From an optimization exercise on the open Yosys and OpenROAD flow, aimed at small area, a short achievable clock period and few clock cycles; shortcuts taken in it are not production practice.
Only the layout flow was run in this run; the RTL was not checked for function there.
No activity file was given, so power comes from the tool's default toggle rates.

==> flow/design.v <==
module cpu_pl(
    input clk,
    input rst,
    output [31:0] imem_addr,
    input [31:0] imem_rdata,
    output [31:0] dmem_addr,
    output [31:0] dmem_wdata,
    output [3:0] dmem_wstrb,
    input [31:0] dmem_rdata
);
reg [7:0] pc;
reg [7:0] ras;           
reg d_valid;
reg [31:0] d_inst;
reg [7:0] d_pc;
reg [7:0] d_alt;         
reg [31:1] d_sel1, d_sel2;   
reg d_x2i1, d_x3i1, d_x2i2, d_x3i2;   
reg e_we, e_ld, e_st, e_br, e_jalr;
reg e_shf;               
reg [4:0] e_rd;
reg [4:0] e_rs1;         
reg [9:0] e_agu;         
reg [2:0] e_mf3;         
reg [31:0] e_a, e_b;
reg [11:0] e_i;          
reg [2:0] e_f3;          
reg e_sub, e_arith, e_passb;
reg e_pred;
reg [7:0] e_alt;
reg w_we;
reg [4:0] w_rd;
reg [31:0] w_res;
reg [31:0] w_sdata;
reg [3:0] w_strb;
reg [31:0] m_addr;
reg [31:0] rf [1:31];
reg [31:1] rf_v;
wire stall;              
wire d_stall;            
wire sh_more;            
wire redirect;
wire [7:0] redirect_pc;
wire [31:0] alu;
wire [31:0] ld;
wire [31:0] fi = imem_rdata;
wire f_jal = fi[6:2] == 5'b11011;
wire f_br = fi[6:2] == 5'b11000;
wire f_jalr = fi[6:2] == 5'b11001;
wire [7:0] f_tgt_j = pc + fi[29:22];
wire [7:0] f_tgt_b = pc + {fi[29:25], fi[11:9]};
wire [7:0] f_inc = pc + 8'd1;
wire [7:0] f_next = f_jal ? f_tgt_j : (f_br & fi[31]) ? f_tgt_b : f_jalr ? ras : f_inc;
wire [7:0] f_alt = f_br ? (fi[31] ? f_inc : f_tgt_b) : ras;
assign imem_addr = {18'b0, 2'b11, 2'b00, pc, 2'b00};
always @(posedge clk or posedge rst) begin
    if (rst) begin
        pc <= 8'd0;
        ras <= 8'd0;
        d_valid <= 1'b0;
    end else begin
        if (redirect) pc <= redirect_pc;
        else if (!stall) pc <= f_next;
        if (!stall && (f_jal | f_jalr) && fi[11:7] == 5'd1) ras <= f_inc;
        if (redirect) d_valid <= 1'b0;
        else if (!stall) d_valid <= 1'b1;
    end
end
always @(posedge clk) begin
    if (!stall) begin
        d_inst <= fi;
        d_pc <= pc;
        d_alt <= f_alt;
    end
end
wire [4:0] n_rs1 = stall ? d_inst[19:15] : fi[19:15];
wire [4:0] n_rs2 = stall ? d_inst[24:20] : fi[24:20];
wire [31:1] n_v;
genvar gr;
generate
    for (gr = 1; gr < 32; gr = gr + 1) begin : rsel
        assign n_v[gr] = rf_v[gr] | (w_we && w_rd == gr);
        always @(posedge clk) begin
            d_sel1[gr] <= n_rs1 == gr && n_v[gr];
            d_sel2[gr] <= n_rs2 == gr && n_v[gr];
        end
    end
endgenerate
always @(posedge clk) begin
    d_x2i1 <= n_rs1 == 5'd2 && !n_v[2];
    d_x3i1 <= n_rs1 == 5'd3 && !n_v[3];
    d_x2i2 <= n_rs2 == 5'd2 && !n_v[2];
    d_x3i2 <= n_rs2 == 5'd3 && !n_v[3];
end
wire [4:0] op = d_inst[6:2];
wire [2:0] f3 = d_inst[14:12];
wire [4:0] rs1 = d_inst[19:15];
wire [4:0] rs2 = d_inst[24:20];
wire [4:0] rd = d_inst[11:7];
wire i_lui = op == 5'b01101;
wire i_auipc = op == 5'b00101;
wire i_jal = op == 5'b11011;
wire i_jalr = op == 5'b11001;
wire i_br = op == 5'b11000;
wire i_ld = op == 5'b00000;
wire i_st = op == 5'b01000;
wire i_opi = op == 5'b00100;
wire i_op = op == 5'b01100;
wire uses1 = ~(i_lui | i_auipc | i_jal);
wire uses2 = i_op | i_br | i_st;
wire writes = (i_lui | i_auipc | i_jal | i_jalr | i_ld | i_opi | i_op) && rd != 5'd0;
reg [31:0] rf1, rf2;
integer ri;
always @(*) begin
    rf1 = (d_x2i1 ? 32'h00002ffc : 32'h0) | (d_x3i1 ? 32'h00001800 : 32'h0);
    rf2 = (d_x2i2 ? 32'h00002ffc : 32'h0) | (d_x3i2 ? 32'h00001800 : 32'h0);
    for (ri = 1; ri < 32; ri = ri + 1) begin
        rf1 = rf1 | (rf[ri] & {32{d_sel1[ri]}});
        rf2 = rf2 | (rf[ri] & {32{d_sel2[ri]}});
    end
end
wire [31:0] rv1 = (w_we && w_rd == rs1) ? w_res : rf1;
wire [31:0] rv2 = (w_we && w_rd == rs2) ? w_res : rf2;
always @(posedge clk or posedge rst) begin
    if (rst) rf_v <= 31'b0;
    else if (w_we) rf_v[w_rd] <= 1'b1;
end
always @(posedge clk) begin
    if (w_we) rf[w_rd] <= w_res;
end
wire [9:0] d_agu = rv1[9:0] + d_inst[29:20];
wire ld_fwd = i_ld && f3 == 3'b010 && e_st && e_mf3 == 3'b010 && rs1 == e_rs1 && d_inst[31:20] == e_i;
assign d_stall = d_valid && (((i_ld | i_jalr) && e_we && e_rd == rs1) || (i_ld && e_st && !ld_fwd));
assign stall = d_stall | sh_more;
wire fwd1 = uses1 && e_we && e_rd == rs1;
wire fwd2 = uses2 && e_we && e_rd == rs2;
wire [8:0] d_inc = {1'b0, d_pc} + 9'd1;
wire [31:0] link = {18'b0, 2'b11, 1'b0, d_inc, 2'b00};
wire [31:0] pcfull = {18'b0, 2'b11, 2'b00, d_pc, 2'b00};
wire [31:0] imm_i = {{20{d_inst[31]}}, d_inst[31:20]};
wire [31:0] imm_u = {d_inst[31:12], 12'b0};
wire [31:0] a_id = i_auipc ? pcfull : rv1;
wire [31:0] b_id = ld_fwd ? e_b : (i_lui | i_auipc) ? imm_u : (i_jal | i_jalr) ? link : i_opi ? imm_i : rv2;
always @(posedge clk or posedge rst) begin
    if (rst) begin
        e_we <= 1'b0; e_ld <= 1'b0; e_st <= 1'b0; e_br <= 1'b0; e_jalr <= 1'b0; e_shf <= 1'b0;
    end else if (sh_more) begin
    end else if (redirect || d_stall || !d_valid) begin
        e_we <= 1'b0; e_ld <= 1'b0; e_st <= 1'b0; e_br <= 1'b0; e_jalr <= 1'b0; e_shf <= 1'b0;
    end else begin
        e_shf <= (i_opi | i_op) && f3[1:0] == 2'b01;
        e_we <= writes;
        e_ld <= i_ld && !ld_fwd;
        e_st <= i_st;
        e_br <= i_br;
        e_jalr <= i_jalr;
    end
end
wire fa_ld = fwd1 & e_ld & ~sh_more;
wire fa_alu = (fwd1 & ~e_ld) | sh_more;
wire fa_id = ~fwd1 & ~sh_more;
wire fb_ld = fwd2 & e_ld & ~sh_more;
wire fb_alu = fwd2 & ~e_ld & ~sh_more;
wire fb_id = ~fwd2 & ~sh_more;
always @(posedge clk) begin
    if (!sh_more) e_rd <= rd;
    e_rs1 <= rs1;
    e_agu <= d_agu;
    e_mf3 <= f3;
    e_a <= ({32{fa_ld}} & ld) | ({32{fa_alu}} & alu) | ({32{fa_id}} & a_id);
    e_b <= ({32{fb_ld}} & ld) | ({32{fb_alu}} & alu) | ({32{fb_id}} & b_id)
         | ({32{sh_more}} & {27'b0, e_b[4:0] - 5'd3});
    e_i <= {d_inst[31:25], d_inst[11:7]};
    if (!sh_more) begin
        e_f3 <= (i_opi | i_op | i_br) ? f3 : 3'b000;
        e_sub <= i_op && f3 == 3'b000 && d_inst[30];
        e_arith <= d_inst[30];
        e_passb <= i_lui | i_jal | i_jalr | ld_fwd;
    end
    e_pred <= d_inst[31];
    e_alt <= d_alt;
end
wire [31:0] a = e_a;
wire [31:0] b = e_b;
wire [31:0] sum = a + (e_sub ? ~b : b) + {31'b0, e_sub};
wire c_eq = a == b;
wire c_ltu = a < b;
wire c_lt = (a[31] ^ b[31]) ? a[31] : c_ltu;
assign sh_more = e_shf && b[4:2] != 3'b000;
wire [1:0] sh_n = b[1:0] | {2{sh_more}};
wire left = ~e_f3[2];
wire [31:0] sh_in;
wire [31:0] sh_out;
genvar gi;
generate
    for (gi = 0; gi < 32; gi = gi + 1) begin : rev
        assign sh_in[gi] = left ? a[31 - gi] : a[gi];
    end
endgenerate
wire sh_fill = e_arith & a[31] & ~left;
wire [31:0] sh_1 = sh_n[0] ? {sh_fill, sh_in[31:1]} : sh_in;
wire [31:0] sh_r = sh_n[1] ? {{2{sh_fill}}, sh_1[31:2]} : sh_1;
generate
    for (gi = 0; gi < 32; gi = gi + 1) begin : rev2
        assign sh_out[gi] = left ? sh_r[31 - gi] : sh_r[gi];
    end
endgenerate
reg [31:0] alu_r;
always @(*) begin
    if (e_passb) alu_r = b;
    else case (e_f3)
        3'b000: alu_r = sum;
        3'b001: alu_r = sh_out;
        3'b010: alu_r = {31'b0, c_lt};
        3'b011: alu_r = {31'b0, c_ltu};
        3'b100: alu_r = a ^ b;
        3'b101: alu_r = sh_out;
        3'b110: alu_r = a | b;
        default: alu_r = a & b;
    endcase
end
assign alu = alu_r;
wire cond = (e_f3[2] ? (e_f3[1] ? c_ltu : c_lt) : c_eq) ^ e_f3[0];
wire br_mis = e_br && (cond != e_pred);
wire jalr_mis = e_jalr && (e_agu[9:2] != e_alt);
assign redirect = br_mis | jalr_mis;
assign redirect_pc = e_jalr ? e_agu[9:2] : e_alt;
wire [7:0] ld_b0 = e_agu[1] ? (e_agu[0] ? dmem_rdata[31:24] : dmem_rdata[23:16])
                            : (e_agu[0] ? dmem_rdata[15:8] : dmem_rdata[7:0]);
wire [7:0] ld_b1 = e_agu[1] ? dmem_rdata[31:24] : dmem_rdata[15:8];
wire ld_word = e_mf3[1];
wire ld_half = e_mf3[0];
wire ld_sign = ~e_mf3[2] & (ld_half ? ld_b1[7] : ld_b0[7]);
assign ld[7:0] = ld_b0;
assign ld[15:8] = ld_word ? dmem_rdata[15:8] : ld_half ? ld_b1 : {8{ld_sign}};
assign ld[31:16] = ld_word ? dmem_rdata[31:16] : {16{ld_sign}};
wire [31:0] ex_res = e_ld ? ld : alu;
wire [31:0] st_addr = a + {{20{e_i[11]}}, e_i};
wire [31:0] sdata = e_mf3[1] ? b : e_mf3[0] ? {2{b[15:0]}} : {4{b[7:0]}};
wire [3:0] strb = e_mf3[1] ? 4'b1111 : e_mf3[0] ? (st_addr[1] ? 4'b1100 : 4'b0011) : (4'b0001 << st_addr[1:0]);
always @(posedge clk or posedge rst) begin
    if (rst) begin
        w_we <= 1'b0;
        w_strb <= 4'b0;
    end else begin
        w_we <= e_we & ~sh_more;
        w_strb <= e_st ? strb : 4'b0;
    end
end
always @(posedge clk) begin
    w_rd <= e_rd;
    w_res <= ex_res;
    w_sdata <= sdata;
    m_addr[31:10] <= st_addr[31:10];
    m_addr[1:0] <= st_addr[1:0];
    m_addr[9:2] <= e_st ? st_addr[9:2] : d_agu[9:2];
end
assign dmem_addr = m_addr;
assign dmem_wdata = w_sdata;
assign dmem_wstrb = w_strb;
endmodule
==> flow/flow/run.sh <==
#!/bin/bash
# Layout flow: the standard flow (standard.sh), with the port buffers made
# of a fast buffer cell and timing repair aimed below the clock period.
set -euo pipefail
bash standard.sh synth > flow_synth.log 2>&1
bash standard.sh \
    "BUFFER_PORTS_ARGS=-buffer_cell sky130_fd_sc_hd__buf_4" \
    "SETUP_SLACK_MARGIN=7" \
    finish > flow_layout.log 2>&1
==> flow/standard.sh <==
#!/bin/bash
# synth_recipe.tcl (not shown) runs the flow's synth.tcl, then flattens the netlist and writes it again
# the make line also repeats each setting of config.mk as NAME=value (left out here)
make -C /OpenROAD-flow-scripts/flow DESIGN_CONFIG=/design/flow/config.mk WORK_HOME=/design/flow/orfs CLKGATE_MAP_FILE= SYNTH_SCRIPT=/design/flow/synth_recipe.tcl "${@:-finish}"
==> flow/config.mk <==
export PLATFORM = sky130hd
export DESIGN_NAME = cpu_pl
export DESIGN_NICKNAME = cpu_pl
export VERILOG_FILES = /design/flow/design.v
export SDC_FILE = /design/flow/constraint.sdc
export NUM_CORES = 8
export LEC_CHECK = 0
export CAP_MARGIN = 20
export CORE_MARGIN = 2
export CORE_UTILIZATION = 40
export CTS_CLUSTER_DIAMETER = 130
export CTS_CLUSTER_SIZE = 26
export GPL_TIMING_DRIVEN = 1
export PLACE_DENSITY = 0.5
export SLEW_MARGIN = 20
==> flow/constraint.sdc <==
create_clock -name core_clock -period 10.5 [get_ports {clk}]
set_input_delay 2.1000 -clock core_clock [delete_from_list [all_inputs] [get_ports {clk}]]
set_output_delay 2.1000 -clock core_clock [all_outputs]
set_load 0.01 [all_outputs]
==> results.txt <==
## flip-flops by register name (all words and copies together), names as in the netlist, 5 cells and up
register and cells:
d_pc 8, w_res 32, w_sdata 32, d_alt 8, e_alt 8, e_i 12, e_rd 5, d_sel1 31
rf_v 31, e_b 32, d_inst 30, e_agu 10, rf 992, e_a 32, pc 8, d_sel2 31
e_rs1 5, m_addr 32, w_rd 5, ras 8
## stage by stage
stage | cell area [sq um] | util, % | instances | setup slack [ns] | hold WS [ns]
final | 75700 | 46.4 | 7873 | 6.78 | 0.344
after floorplan | 66000 | - | 5427 | 6.65 | 0.323
after detailed placement | 70000 | 43.0 | 7565 | 5.59 | 0.327
after global routing | 75700 | 46.4 | 7863 | 6.68 | 0.347
after CTS | 73900 | 45.4 | 7772 | 6.79 | 0.352
after global placement | 70000 | 43.0 | 7565 | 5.55 | 0.326
## Yosys cell counts (all sizes together), types with 34 or more instances
cell type,instances
dfxtp,269
nor3,145
a222oi,41
a22o,296
xnor2,75
a22oi,379
inv,124
dfrtp,59
nor2,299
xor2,86
o21ai,239
mux2i,50
nand4,151
a31oi,38
o211ai,37
a211oi,34
edfxtp,1049
a21o,43
clkbuf,305
nor4,34
ha,193
a21oi,271
buf,77
nand3,107
nand2,252
a221oi,322
mux4,38
o21bai,39
## layout make-up
cell class,count,area share [%]
clock buffers,90,2.13
multi-input cells,3541,36.1
well taps,2175,3.60
repair buffers,542,6.28
inverters,127,0.658
repair inverters,1,0.00827
flip-flops and latches,1377,51.0
diodes,10,0.0331
clock inverters,10,0.215
## worst min-delay path by stage
stage / startpoint / end / depth (start not counted)
after floorplan: d_alt[0]$_DFFE_PN_ / e_alt[0]$_DFF_P_ / 0
after global placement: d_alt[4]$_DFFE_PN_ / e_alt[4]$_DFF_P_ / 0
after detailed placement: d_alt[3]$_DFFE_PN_ / e_alt[3]$_DFF_P_ / 0
after CTS: d_alt[1]$_DFFE_PN_ / e_alt[1]$_DFF_P_ / 0
after global routing: d_alt[1]$_DFFE_PN_ / e_alt[1]$_DFF_P_ / 0
final: d_alt[1]$_DFFE_PN_ / e_alt[1]$_DFF_P_ / 0
## placed cells by master (no fill, tap or decap), types with 24 or more instances in the layout
cell,netlist,routed
a22oi_1,378,376
xor2_1,86,78
a211oi_1,33,25
a31oi_1,34,28
dfrtp_1,59,50
nor2_4,0,38
o21bai_1,39,36
inv_1,121,108
dfxtp_2,0,75
o21ai_1,2,46
nor2_1,298,251
a222oi_1,41,41
nor2b_1,27,24
mux2i_1,50,35
a21oi_1,271,235
o211ai_1,37,37
xnor2_1,75,67
a221oi_1,322,302
a21o_1,43,43
nand4_1,151,151
buf_4,28,472
o21ai_0,236,179
buf_6,2,28
a21oi_2,0,26
clkbuf_16,0,65
edfxtp_1,1049,1049
nand2_1,252,238
nor3_1,144,122
nand3_1,106,102
conb_1,2,24
a22o_1,296,296
ha_1,193,167
dfxtp_4,0,26
mux4_2,38,38
clkbuf_1,297,30
dfxtp_1,269,168
## power by group
part / leakage, uW / internal, uW / switching (uW)
sequential: 0.0127 / 6650 / 534
combinational: 0.0129 / 1330 / 2260
clock: 0.000850 / 1120 / 1830
total: 0.0264 / 9100 / 4620
## logic make-up (layout without fill, tap and decap cells)
group | Yosys count | count (layout) | share of synthesized area [%]
compound gates | 1896 | 1896 | 21.3
other cells | 2 | 34 | 0.0114
buf+inv | 510 | 770 | 3.26
simple gates | 1152 | 1153 | 8.61
mux | 109 | 109 | 2.42
fa+ha+maj | 198 | 198 | 3.83
flops | 1377 | 1377 | 58.4
xor+xnor | 161 | 161 | 2.15
## per-layer routing
layer / up-vias / GRT usage, % / wire length (microns)
li1: 22100 / - / -
met1: 28800 / 52.9 / 127000
met2: 5414 / 53.8 / 136000
met3: 1123 / 13.7 / 52900
met4: 16 / 20.4 / 23000
met5: - / 0 / 98
## repair_timing
action                                 in CTS  in global routing
setup endpoints to repair                 264                235
pin swaps                                  47                104
endpoints found under the hold margin       0                  0
gates resized for setup                   262                202
gates cloned                                5                  6
setup buffers                             102                 84
==> flow_summary.json <==
{
  "path_clk_slew_ns": 0.12,
  "num_rows": 148,
  "core-area_sq_mm": 0.163,
  "crit_path_start_kind": "register",
  "ant_nets": 0,
  "synth_edf_count": 1049,
  "path_cells": "buf_4, mux2i_4, fa_2, nor2b_2, o31a_1, o311ai_4, buf_6, a32oi_4, a2111oi_4, nor3_4, xor2_2, a2111oi_4, o31ai_2",
  "drive_gt1_share_pct": 19.8,
  "syn_area_sq_mm": 0.0657,
  "drc": 0,
  "drtPass1Iterations": 10,
  "synth_area_leaders": "edfxtp_1 48%, dfxtp_1 8.2%, a22oi_1 4.3%, a221oi_1 4.3%, a22o_1 3.9%",
  "critPathLaunch": "e_b[0]$_DFF_P_",
  "multi_input_area_sq_mm": 0.0273,
  "ys_warn_count": 1,
  "hold_viol_final": 0,
  "crit_path_top_delay_cell": "a2111oi_4",
  "setup_violations": 0,
  "reg2reg_setup_slack_ns": 6.78,
  "cts_buffers": 60,
  "ctsHoldBuffers": 0,
  "synth_top_area_share_pct": 47.9,
  "finalSetupTns_ns": 0,
  "cp-endpoint": "w_res[30]$_DFF_P_",
  "skew_ns": 0.112,
  "critical-path-top-cell-by-count": "a2111oi_4",
  "area_delta_synth_final_pct": 15.2,
  "wl_per_cell_microns": 43.1,
  "antenna_found_initial": 13,
  "grt_max_degree": 63,
  "final_nets": 5914,
  "status": "no timing/DRC/antenna violations",
  "dieArea_sq_mm": 0.168,
  "cp.depth": 13,
  "fill_cells": 14900,
  "grt_pass1_vias": 52600,
  "via_per_inst": 7.30,
  "clk_latency_ns": 0.82,
  "wirelength_mm": 340,
  "synth_ff_type": "edfxtp_1",
  "vias": 57500,
  "relSlewSlack_pct": 15.3,
  "syn_inst": 5405,
  "ys_async_sr_fraction_pct": 4.28,
  "io_pins": 166,
  "die_w_microns": 409,
  "r2r_start": "e_b[0]$_DFF_P_",
  "ys_types": 102,
  "synth_top_cell_by_area": "edfxtp_1",
  "dp_hpwl_mm": 199,
  "die_y_microns": 409,
  "hold_path_class": "reg -> reg",
  "crit_type": "reg -> reg",
  "grt-ovfl-total": 0,
  "finalWorstPathRequiredPeriod_ns": 3.72,
  "grt_pass1_wl_mm": 449,
  "post_synth.cell_area_avg_sq_um": 12.2,
  "gr-usage-all-layers_pct": 38.8,
  "cts_buffer_depth": 3,
  "ys_seq_area_share_pct": 58.4,
  "crit_buf_inv": 2,
  "max_stage_delay_ns": 0.45,
  "place.gp.congestion": 1.00,
  "p_leak_uw": 0.0264,
  "cts-htree-levels": 2,
  "clock.fmax_mhz": 269,
  "cap_violations": 0,
  "power_density_mw_per_mm2": 181,
  "io_buffers": 139,
  "regArea_sq_mm": 0.0386,
  "clock-sinks": 1377,
  "endpoint_kind": "register",
  "worst-path-max-fanout": 12,
  "grt_setup_unrepaired": "yes",
  "cp.arrival_ns": 4.32,
  "vdd_drop_max_mv": 0.157,
  "first_iter_violations": 11500,
  "crit_required_ns": 11.10,
  "cts_tree": "done",
  "min_period_over_period_pct": 35.4,
  "tightestPinTransition_ns": 1.27,
  "timing.rr.end": "w_res[30]$_DFF_P_",
  "final_max_slew_viol_count": 0,
  "cts-root-buf": "clkbuf_16",
  "total_power_uw": 13700,
  "crit_family": "compound AO/OA/AOI/OAI gates",
  "ys_ff_latch": 1377,
  "reg2reg_depth": 13,
  "start_util_pct": 40.3
}

[what the ideal ports hide]
How much do the figures lean on ideal ports? The routed layout below was timed once more, with nothing changed but the port constraints.
Step 1: set_driving_cell puts a clkbuf_16 on clk and a buf_2 on each other input, an assumption about the parent block.
Step 2 times the ports against the registers' clock, not the clock port: input delays grow and output delays shrink by t, the midpoint of the rising clock arrivals with the driver on.
Three values: no drivers, after step 1, after step 2; two values: the first two.
t, ns: 0.847
setup WS [ns]: 6.779 / 6.779 / 6.237
slew at the worst register clock pin (ns): 0.12 / 0.12
worst slew at a driven data input, ns: 0.12
After both steps setup and hold are still met in this run. For this run, drivers alone change the setup slack by 0.000 ns; drivers and shift together by -0.542 ns.
